This design comes from an exercise in tuning for small area on the open sky130 flow, not from production work. Only simulation tests tie the RTL to the original design; equivalence was not proved. Power and IR drop assume default switching activity.

Setup of run 1:
Design STOPWATCH, start of the top module:
module STOPWATCH(in_clk, reset, start, up, plus_min2, speedup, slowdown, out_S0, out_S1, out_M0, out_M1);
For scale: roughly 240 cells after synthesis, ~30 flip-flops, roughly 35 I/O pins, about 0.0018 mm^2 of cells after synthesis.
==> flow/config.mk <==
export PLATFORM = sky130hd
export DESIGN_NAME = STOPWATCH
export DESIGN_NICKNAME = STOPWATCH
export VERILOG_FILES = /design/flow/design.v
export SDC_FILE = /design/flow/constraint.sdc
export NUM_CORES = 4
export LEC_CHECK = 0
export CAP_MARGIN = 20
export CORE_MARGIN = 2
export CORE_UTILIZATION = 40
export CTS_BUF_LIST = sky130_fd_sc_hd__clkbuf_4
export CTS_CLUSTER_DIAMETER = 100
export CTS_CLUSTER_SIZE = 16
export SLEW_MARGIN = 20
==> flow/constraint.sdc <==
create_clock -name core_clock -period 10.0 [get_ports {in_clk}]
set_input_delay 2.0000 -clock core_clock [delete_from_list [all_inputs] [get_ports {in_clk}]]
set_output_delay 2.0000 -clock core_clock [all_outputs]
set_load 0.01 [all_outputs]
standard.sh (not shown) runs the stock make flow with config.mk's settings and CLKGATE_MAP_FILE= SYNTH_SCRIPT=/design/flow/synth_recipe.tcl, a recipe that flattens the netlist after the stock synthesis.
==> flow/flow/run.sh <==
#!/bin/bash
# Own layout flow: the standard layout (standard.sh), with three changes:
#  - synthesis is synth_recipe.tcl with ABC's mapping script replaced by flow/abc_area.script
#    (an area-oriented script); the flip-flop mapping and register names are the standard
#    synthesis's, unchanged;
#  - the input and output port buffers are sky130_fd_sc_hd__buf_1;
#  - no adder extraction (ADDER_MAP_FILE empty): ABC maps all the logic.
# Each tool's output goes to orfs/logs/ as in the standard flow; make's output to flow_make.log.
set -euo pipefail
W=$PWD
# synthesis script: synth_recipe.tcl with an abc wrapper after its first line
{
  head -n 1 synth_recipe.tcl
  cat <<'T'
proc abc {args} {
  set i [lsearch -exact $args -script]
  if { $i >= 0 } { lset args [expr {$i + 1}] $::env(MY_ABC_SCRIPT) }
  set j [lsearch -exact $args -D]
  if { $j >= 0 } { set args [lreplace $args $j [expr {$j + 1}]] }
  puts "abc with the area script: $args"
  yosys abc {*}$args
}
T
  tail -n +2 synth_recipe.tcl
} > my_synth.tcl
# standard.sh with that synthesis script and the port buffer cell
sed -e "s#SYNTH_SCRIPT=[^ ]*synth_recipe.tcl#SYNTH_SCRIPT=$W/my_synth.tcl MY_ABC_SCRIPT=$W/flow/abc_area.script 'BUFFER_PORTS_ARGS=-buffer_cell sky130_fd_sc_hd__buf_1' ADDER_MAP_FILE=#" standard.sh > my_standard.sh
grep -q "my_synth.tcl" my_standard.sh
bash my_standard.sh finish > flow_make.log 2>&1
test -s out/final.def
==> flow/flow/abc_area.script <==
strash; &get -n; &deepsyn -T 20; &put; balance -l; resub -K 6 -l; rewrite -l; resub -K 6 -N 2 -l; refactor -l; resub -K 8 -l; balance -l; resub -K 8 -N 2 -l; rewrite -l; resub -K 10 -l; rewrite -z -l; resub -K 10 -N 2 -l; balance -l; resub -K 12 -l; refactor -z -l; resub -K 12 -N 2 -l; rewrite -z -l; balance -l; &get -n; &dch -f; &nf -a -R 1000; &put
Run 1 | stages: all done | timing, DRC, antenna: all pass
--- input diff run 1..run 2 ---
- CTS_CLUSTER_SIZE removed (was 16)
- CTS_BUF_LIST changed from sky130_fd_sc_hd__clkbuf_4 to sky130_fd_sc_hd__clkbuf_2 sky130_fd_sc_hd__clkbuf_4
- CTS_CLUSTER_DIAMETER removed (was 100)
--- a/flow/flow/run.sh
+++ b/flow/flow/run.sh
@@ -27,4 +27,8 @@
 sed -e "s#SYNTH_SCRIPT=[^ ]*synth_recipe.tcl#SYNTH_SCRIPT=$W/my_synth.tcl MY_ABC_SCRIPT=$W/flow/abc_area.script 'BUFFER_PORTS_ARGS=-buffer_cell sky130_fd_sc_hd__buf_1' ADDER_MAP_FILE=#" standard.sh > my_standard.sh
 grep -q "my_synth.tcl" my_standard.sh
+# optional clock tree arguments
+if [[ -f flow/cts_args.txt ]]; then
+  sed -i -e "s#ADDER_MAP_FILE=#ADDER_MAP_FILE= 'CTS_ARGS=$(cat flow/cts_args.txt)'#" my_standard.sh
+fi
 bash my_standard.sh finish > flow_make.log 2>&1
 test -s out/final.def
==> flow/flow/cts_args.txt (new file) <==
-buf_list sky130_fd_sc_hd__clkbuf_8 -root_buf sky130_fd_sc_hd__clkbuf_8 -sink_clustering_enable -sink_clustering_size 30 -sink_clustering_max_diameter 1000 -sink_clustering_levels 1 -repair_clock_nets
[summary]
From run 1 to run 2 the numbers moved as follows: global-route wire length before repair went up, detailed-route via count fell by 1.1%.
Pin count of the biggest net entering global routing is higher on run 1
Run 2 has less setup slack than run 1.
Run 1 has lower share of the yosys chip area belonging to registers than run 2.
## Diff of input files: run 3 against run 2
--- a/flow/flow/run.sh
+++ b/flow/flow/run.sh
@@ -27,8 +27,4 @@
 sed -e "s#SYNTH_SCRIPT=[^ ]*synth_recipe.tcl#SYNTH_SCRIPT=$W/my_synth.tcl MY_ABC_SCRIPT=$W/flow/abc_area.script 'BUFFER_PORTS_ARGS=-buffer_cell sky130_fd_sc_hd__buf_1' ADDER_MAP_FILE=#" standard.sh > my_standard.sh
 grep -q "my_synth.tcl" my_standard.sh
-# optional clock tree arguments
-if [[ -f flow/cts_args.txt ]]; then
-  sed -i -e "s#ADDER_MAP_FILE=#ADDER_MAP_FILE= 'CTS_ARGS=$(cat flow/cts_args.txt)'#" my_standard.sh
-fi
 bash my_standard.sh finish > flow_make.log 2>&1
 test -s out/final.def
removed: flow/flow/cts_args.txt
## What came out
- Per the comparison of run 3 with run 2, via density per instance essentially unchanged; setup slack went up by 0.017 ns; max-slew headroom at the worst pin moved up.
- From run 2 to run 3 the numbers moved as follows: critical path depth stayed essentially flat; final area lower; count of clock-buffer cells in the layout now smaller; relative contribution of combinational cells to total power increased by 2.7 points relative to the old numbers.
- Maximum frequency essentially unchanged between run 2 and run 3.
Changes in run 4 relative to run 3:
--- a/flow/flow/run.sh
+++ b/flow/flow/run.sh
@@ -27,4 +27,8 @@
 sed -e "s#SYNTH_SCRIPT=[^ ]*synth_recipe.tcl#SYNTH_SCRIPT=$W/my_synth.tcl MY_ABC_SCRIPT=$W/flow/abc_area.script 'BUFFER_PORTS_ARGS=-buffer_cell sky130_fd_sc_hd__buf_1' ADDER_MAP_FILE=#" standard.sh > my_standard.sh
 grep -q "my_synth.tcl" my_standard.sh
+# optional clock tree arguments
+if [[ -f flow/cts_args.txt ]]; then
+  sed -i -e "s#ADDER_MAP_FILE=#ADDER_MAP_FILE= 'CTS_ARGS=$(cat flow/cts_args.txt)'#" my_standard.sh
+fi
 bash my_standard.sh finish > flow_make.log 2>&1
 test -s out/final.def
==> flow/flow/abc_area.script <==
strash; &get -n; &deepsyn -J 200 -S 2 -T 100; &put; balance -l; resub -K 6 -l; rewrite -l; resub -K 6 -N 2 -l; refactor -l; resub -K 8 -l; balance -l; resub -K 8 -N 2 -l; rewrite -l; resub -K 10 -l; rewrite -z -l; resub -K 10 -N 2 -l; balance -l; resub -K 12 -l; refactor -z -l; resub -K 12 -N 2 -l; rewrite -z -l; balance -l; &get -n; &dch -f; &nf -a -R 1000; &put
==> run summary <==
Run 4: all stages complete, timing, DRC and antenna checks passed
Looking at final area across run 4 and run 3, the one that comes out lower is run 3.
Proportion of register bits with asynchronous set or reset after synthesis: run 3 vs run 4 identical
Run 4 against run 3; power is down by more than 10%.
Of run 4 and run 3, it is run 4 that has the lower power spent charging and discharging nets.
Delta (run 4 minus run 3): count of filler cells inserted in the layout saw an increase, standby leakage power increased about 5%, global-route usage went up 0.42 points, final worst hold slack shrank by 0.016 ns.
Net count after synthesis was higher in run 4 than in run 3.
Worst setup slack on run 4 is behind run 3.
Modified inputs, run 5 compared to run 4
==> flow/flow/abc_area.script <==
strash; &get -n; &deepsyn -T 20; &put; balance -l; resub -K 6 -l; rewrite -l; resub -K 6 -N 2 -l; refactor -l; resub -K 8 -l; balance -l; resub -K 8 -N 2 -l; rewrite -l; resub -K 10 -l; rewrite -z -l; resub -K 10 -N 2 -l; balance -l; resub -K 12 -l; refactor -z -l; resub -K 12 -N 2 -l; rewrite -z -l; balance -l; &get -n; &dch -f; &nf -a -R 1000; &put
==> flow/flow/cts_args.txt (new file) <==
-buf_list sky130_fd_sc_hd__clkbuf_16 -root_buf sky130_fd_sc_hd__clkbuf_16 -repair_clock_nets
Results
Run 5 has cell area above what run 4 had. Cmp run 5 and run 4 / adder and majority cell fraction of the synthesized area / lower: run 4. On layout inverter count without the clock tree: between run 5 and run 4, it ends up higher for run 5.

* * *

== build 47 ==
Starting RTL as in the previous note.
// STOPWATCH
module STOPWATCH(in_clk, reset, start, up, plus_min2, speedup, slowdown, out_S0, out_S1, out_M0, out_M1);
input  logic in_clk, reset, start, up, plus_min2, speedup, slowdown;
output logic [6:0] out_S0, out_S1, out_M0, out_M1;
logic tick;
clock_dividor div (.clk(in_clk), .rst(~reset), .speedup(speedup), .slowdown(slowdown), .tick(tick));
sw_core core (.clk(in_clk), .tick(tick), .reset(reset), .start(start), .up(up), .plus_min2(plus_min2),
              .out_S0(out_S0), .out_S1(out_S1), .out_M0(out_M0), .out_M1(out_M1));
endmodule
export LEC_CHECK = 0
export CAP_MARGIN = 0
export CORE_MARGIN = 2
export CORE_UTILIZATION = 40
export CTS_BUF_LIST = sky130_fd_sc_hd__clkbuf_8
export CTS_CLUSTER_DIAMETER = 500
export CTS_CLUSTER_SIZE = 30
export SLEW_MARGIN = 0
create_clock -name core_clock -period 10.0 [get_ports {in_clk}]
==> flow/flow/run.sh <==
#!/bin/bash
# Own layout flow: the standard layout (standard.sh), with three changes:
#  - synthesis is synth_recipe.tcl with ABC's mapping script replaced by flow/abc_area.script
#    (an area-oriented script); the flip-flop mapping and register names are the standard
#    synthesis's, unchanged;
#  - the input and output port buffers are sky130_fd_sc_hd__buf_1;
#  - no adder extraction (ADDER_MAP_FILE empty): ABC maps all the logic.
# Each tool's output goes to orfs/logs/ as in the standard flow; make's output to flow_make.log.
set -euo pipefail
W=$PWD
# synthesis script: synth_recipe.tcl with an abc wrapper after its first line
{
  head -n 1 synth_recipe.tcl
  cat <<'T'
proc abc {args} {
  set i [lsearch -exact $args -script]
  if { $i >= 0 } { lset args [expr {$i + 1}] $::env(MY_ABC_SCRIPT) }
  set j [lsearch -exact $args -D]
  if { $j >= 0 } { set args [lreplace $args $j [expr {$j + 1}]] }
  puts "abc with the area script: $args"
  yosys abc {*}$args
}
T
  tail -n +2 synth_recipe.tcl
} > my_synth.tcl
# standard.sh with that synthesis script and the port buffer cell
sed -e "s#SYNTH_SCRIPT=[^ ]*synth_recipe.tcl#SYNTH_SCRIPT=$W/my_synth.tcl MY_ABC_SCRIPT=$W/flow/abc_area.script 'BUFFER_PORTS_ARGS=-buffer_cell sky130_fd_sc_hd__buf_1' ADDER_MAP_FILE=#" standard.sh > my_standard.sh
grep -q "my_synth.tcl" my_standard.sh
bash my_standard.sh finish > flow_make.log 2>&1
test -s out/final.def
==> flow/flow/abc_area.script <==
strash; &get -n; &deepsyn -T 20; &put; balance -l; resub -K 6 -l; rewrite -l; resub -K 6 -N 2 -l; refactor -l; resub -K 8 -l; balance -l; resub -K 8 -N 2 -l; rewrite -l; resub -K 10 -l; rewrite -z -l; resub -K 10 -N 2 -l; balance -l; resub -K 12 -l; refactor -z -l; resub -K 12 -N 2 -l; rewrite -z -l; balance -l; &get -n; &dch -f; &nf -a -R 1000; &put
Relative to build 47, the following input files were edited for build 46:
-- flow/flow/run.sh --
<<< build 47, line 27
sed -e "s#SYNTH_SCRIPT=[^ ]*synth_recipe.tcl#SYNTH_SCRIPT=$W/my_synth.tcl MY_ABC_SCRIPT=$W/flow/abc_area.script 'BUFFER_PORTS_ARGS=-buffer_cell sky130_fd_sc_hd__buf_1' ADDER_MAP_FILE=#" standard.sh > my_standard.sh
grep -q "my_synth.tcl" my_standard.sh
bash my_standard.sh finish > flow_make.log 2>&1
test -s out/final.def
>>> build 46, line 27
sed -e "s#SYNTH_SCRIPT=[^ ]*synth_recipe.tcl#SYNTH_SCRIPT=$W/my_synth.tcl MY_ABC_SCRIPT=$W/flow/abc_area.script 'BUFFER_PORTS_ARGS=-buffer_cell sky130_fd_sc_hd__buf_1' ADDER_MAP_FILE=#" standard.sh > my_standard.sh
grep -q "my_synth.tcl" my_standard.sh
# optional clock tree arguments
if [[ -f flow/cts_args.txt ]]; then
  sed -i -e "s#ADDER_MAP_FILE=#ADDER_MAP_FILE= 'CTS_ARGS=$(cat flow/cts_args.txt)'#" my_standard.sh
fi
bash my_standard.sh finish > flow_make.log 2>&1
test -s out/final.def
==> flow/flow/abc_area.script <==
strash; &get -n; &deepsyn -J 200 -S 2 -T 100; &put; balance -l; resub -K 6 -l; rewrite -l; resub -K 6 -N 2 -l; refactor -l; resub -K 8 -l; balance -l; resub -K 8 -N 2 -l; rewrite -l; resub -K 10 -l; rewrite -z -l; resub -K 10 -N 2 -l; balance -l; resub -K 12 -l; refactor -z -l; resub -K 12 -N 2 -l; rewrite -z -l; balance -l; &get -n; &dch -f; &nf -a -R 1000; &put
==> flow/config.mk <==
export PLATFORM = sky130hd
export DESIGN_NAME = STOPWATCH
export DESIGN_NICKNAME = STOPWATCH
export VERILOG_FILES = /design/flow/design.v
export SDC_FILE = /design/flow/constraint.sdc
export NUM_CORES = 4
export LEC_CHECK = 0
export CAP_MARGIN = 20
export CORE_MARGIN = 2
export CORE_UTILIZATION = 60
export CTS_BUF_LIST = sky130_fd_sc_hd__clkbuf_2 sky130_fd_sc_hd__clkbuf_4
export SLEW_MARGIN = 20
Findings:
- The flow did not stop early for build 46: all stages ran, and the layout cleared the timing, design-rule and antenna checks.
- Delta(proportion of synthesized chip area in sequential cells, build 46 - build 47) < 0
- Between build 47 and build 46, the flow reports final estimated routing congestion in global placement increasing by a little under 10%.
- Summary of the comparison: peak per-stage delay on the critical path is lower in build 46, relative to build 47.
- Reported for build 47 and build 46, number of enable-type register cells in the synthesized netlist turned out identical to the last digit.
- Combined area of the multi-input logic cells, build 47 and build 46: higher on build 46
- Between build 46 and build 47, it is build 46 whose die area is lower, by 1600 µm².
- Global routing's busiest layer: met2 -> build 46, met1 -> build 47
- On fraction of layout cells with a size suffix above 1, the higher figure sits with build 47, not build 46.
- Compared with build 47, build 46 shows a lower initial DRC count.
- Looking at peak clock frequency supported by timing across build 47 and build 46, the one that comes out higher is build 47.
- Compared with build 47, build 46 shows a lower signed area change from the synthesized netlist to the final layout.
[inputs] build 36 vs build 46
-- flow/flow/run.sh --
<<< build 46, line 27
sed -e "s#SYNTH_SCRIPT=[^ ]*synth_recipe.tcl#SYNTH_SCRIPT=$W/my_synth.tcl MY_ABC_SCRIPT=$W/flow/abc_area.script 'BUFFER_PORTS_ARGS=-buffer_cell sky130_fd_sc_hd__buf_1' ADDER_MAP_FILE=#" standard.sh > my_standard.sh
grep -q "my_synth.tcl" my_standard.sh
# optional clock tree arguments
if [[ -f flow/cts_args.txt ]]; then
  sed -i -e "s#ADDER_MAP_FILE=#ADDER_MAP_FILE= 'CTS_ARGS=$(cat flow/cts_args.txt)'#" my_standard.sh
fi
bash my_standard.sh finish > flow_make.log 2>&1
test -s out/final.def
>>> build 36, line 27
sed -e "s#SYNTH_SCRIPT=[^ ]*synth_recipe.tcl#SYNTH_SCRIPT=$W/my_synth.tcl MY_ABC_SCRIPT=$W/flow/abc_area.script 'BUFFER_PORTS_ARGS=-buffer_cell sky130_fd_sc_hd__buf_1' ADDER_MAP_FILE=#" standard.sh > my_standard.sh
grep -q "my_synth.tcl" my_standard.sh
bash my_standard.sh finish > flow_make.log 2>&1
test -s out/final.def
==> flow/flow/abc_area.script <==
strash; &get -n; &deepsyn -T 20; &put; balance -l; resub -K 6 -l; rewrite -l; resub -K 6 -N 2 -l; refactor -l; resub -K 8 -l; balance -l; resub -K 8 -N 2 -l; rewrite -l; resub -K 10 -l; rewrite -z -l; resub -K 10 -N 2 -l; balance -l; resub -K 12 -l; refactor -z -l; resub -K 12 -N 2 -l; rewrite -z -l; balance -l; &get -n; &dch -f; &nf -a -R 1000; &put
-- flow/config.mk --
<<< build 46, line 8
export CAP_MARGIN = 20
export CORE_MARGIN = 2
export CORE_UTILIZATION = 60
export CTS_BUF_LIST = sky130_fd_sc_hd__clkbuf_2 sky130_fd_sc_hd__clkbuf_4
export SLEW_MARGIN = 20
>>> build 36, line 8
export CAP_MARGIN = 20
export CORE_MARGIN = 2
export CORE_UTILIZATION = 40
export CTS_BUF_LIST = sky130_fd_sc_hd__clkbuf_8
export CTS_CLUSTER_DIAMETER = 500
export CTS_CLUSTER_SIZE = 30
export SLEW_MARGIN = 20
==> comparison <==
- Maximum frequency for build 36: 0.92% up relative to build 46
- Sort build 36 and build 46 by global routing usage on met1 asc -> top: build 36
- [compare] base=build 46 new=build 36: final setup slack of the worst path rose by 0.058 ns, clock edge transition at the registers on the reported setup and hold paths moved down, total wirelength of the detailed-routed design now sits lower, worst clock skew decreased 0.0032 ns, minimum clock period fell 0.058 ns.
- Going from build 46 to build 36, met3 global-route usage fell 1.7 points, relative area change from synthesis to final layout rose by 3.8 points, area after synthesis now smaller, area taken by multi-input logic gates down 3.2%.

[afterwards: timing with drivers on the ports]
The flow's constraints put no driver on any port. The routed layouts listed below were extracted and timed again, unchanged, in two steps.
Step 1 sets driving cells, clkbuf_16 on the clock port and buf_2 on the other inputs (assumed; they add their load-dependent delay and slew).
Step 2 moves the port delays by t, midway between the first and last clock arrival at a register: inputs arrive t later, outputs are due t later. That takes back most of the time a late clock gives input paths.
Three values: ideal, step 1, step 2; two values: the first two.
| run | t (ns) | setup WS [ns] | worst setup path at the end | worst data-port slew with drivers (ns) | cell pins on the clock port's net |
|---|---|---|---|---|---|
| run 1 | 0.349 | 3.839 / 3.817 / 3.817 | input to output | 0.03 | 1 |
| run 2 | 0.297 | 3.672 / 3.652 / 3.652 | input to output | 0.03 | 1 |
| run 3 | 0.343 | 3.689 / 3.668 / 3.668 | input to output | 0.03 | 1 |
| run 4 | 0.361 | 3.581 / 3.560 / 3.560 | input to output | 0.03 | 1 |
| run 5 | 0.296 | 3.668 / 3.647 / 3.647 | input to output | 0.03 | 1 |
| build 47 | 0.297 | 3.672 / 3.652 / 3.652 | input to output | 0.03 | 1 |
| build 46 | 0.347 | 3.614 / 3.592 / 3.592 | input to output | 0.03 | 1 |
| build 36 | 0.297 | 3.672 / 3.652 / 3.652 | input to output | 0.03 | 1 |
After both steps setup and hold are still met in every run listed.
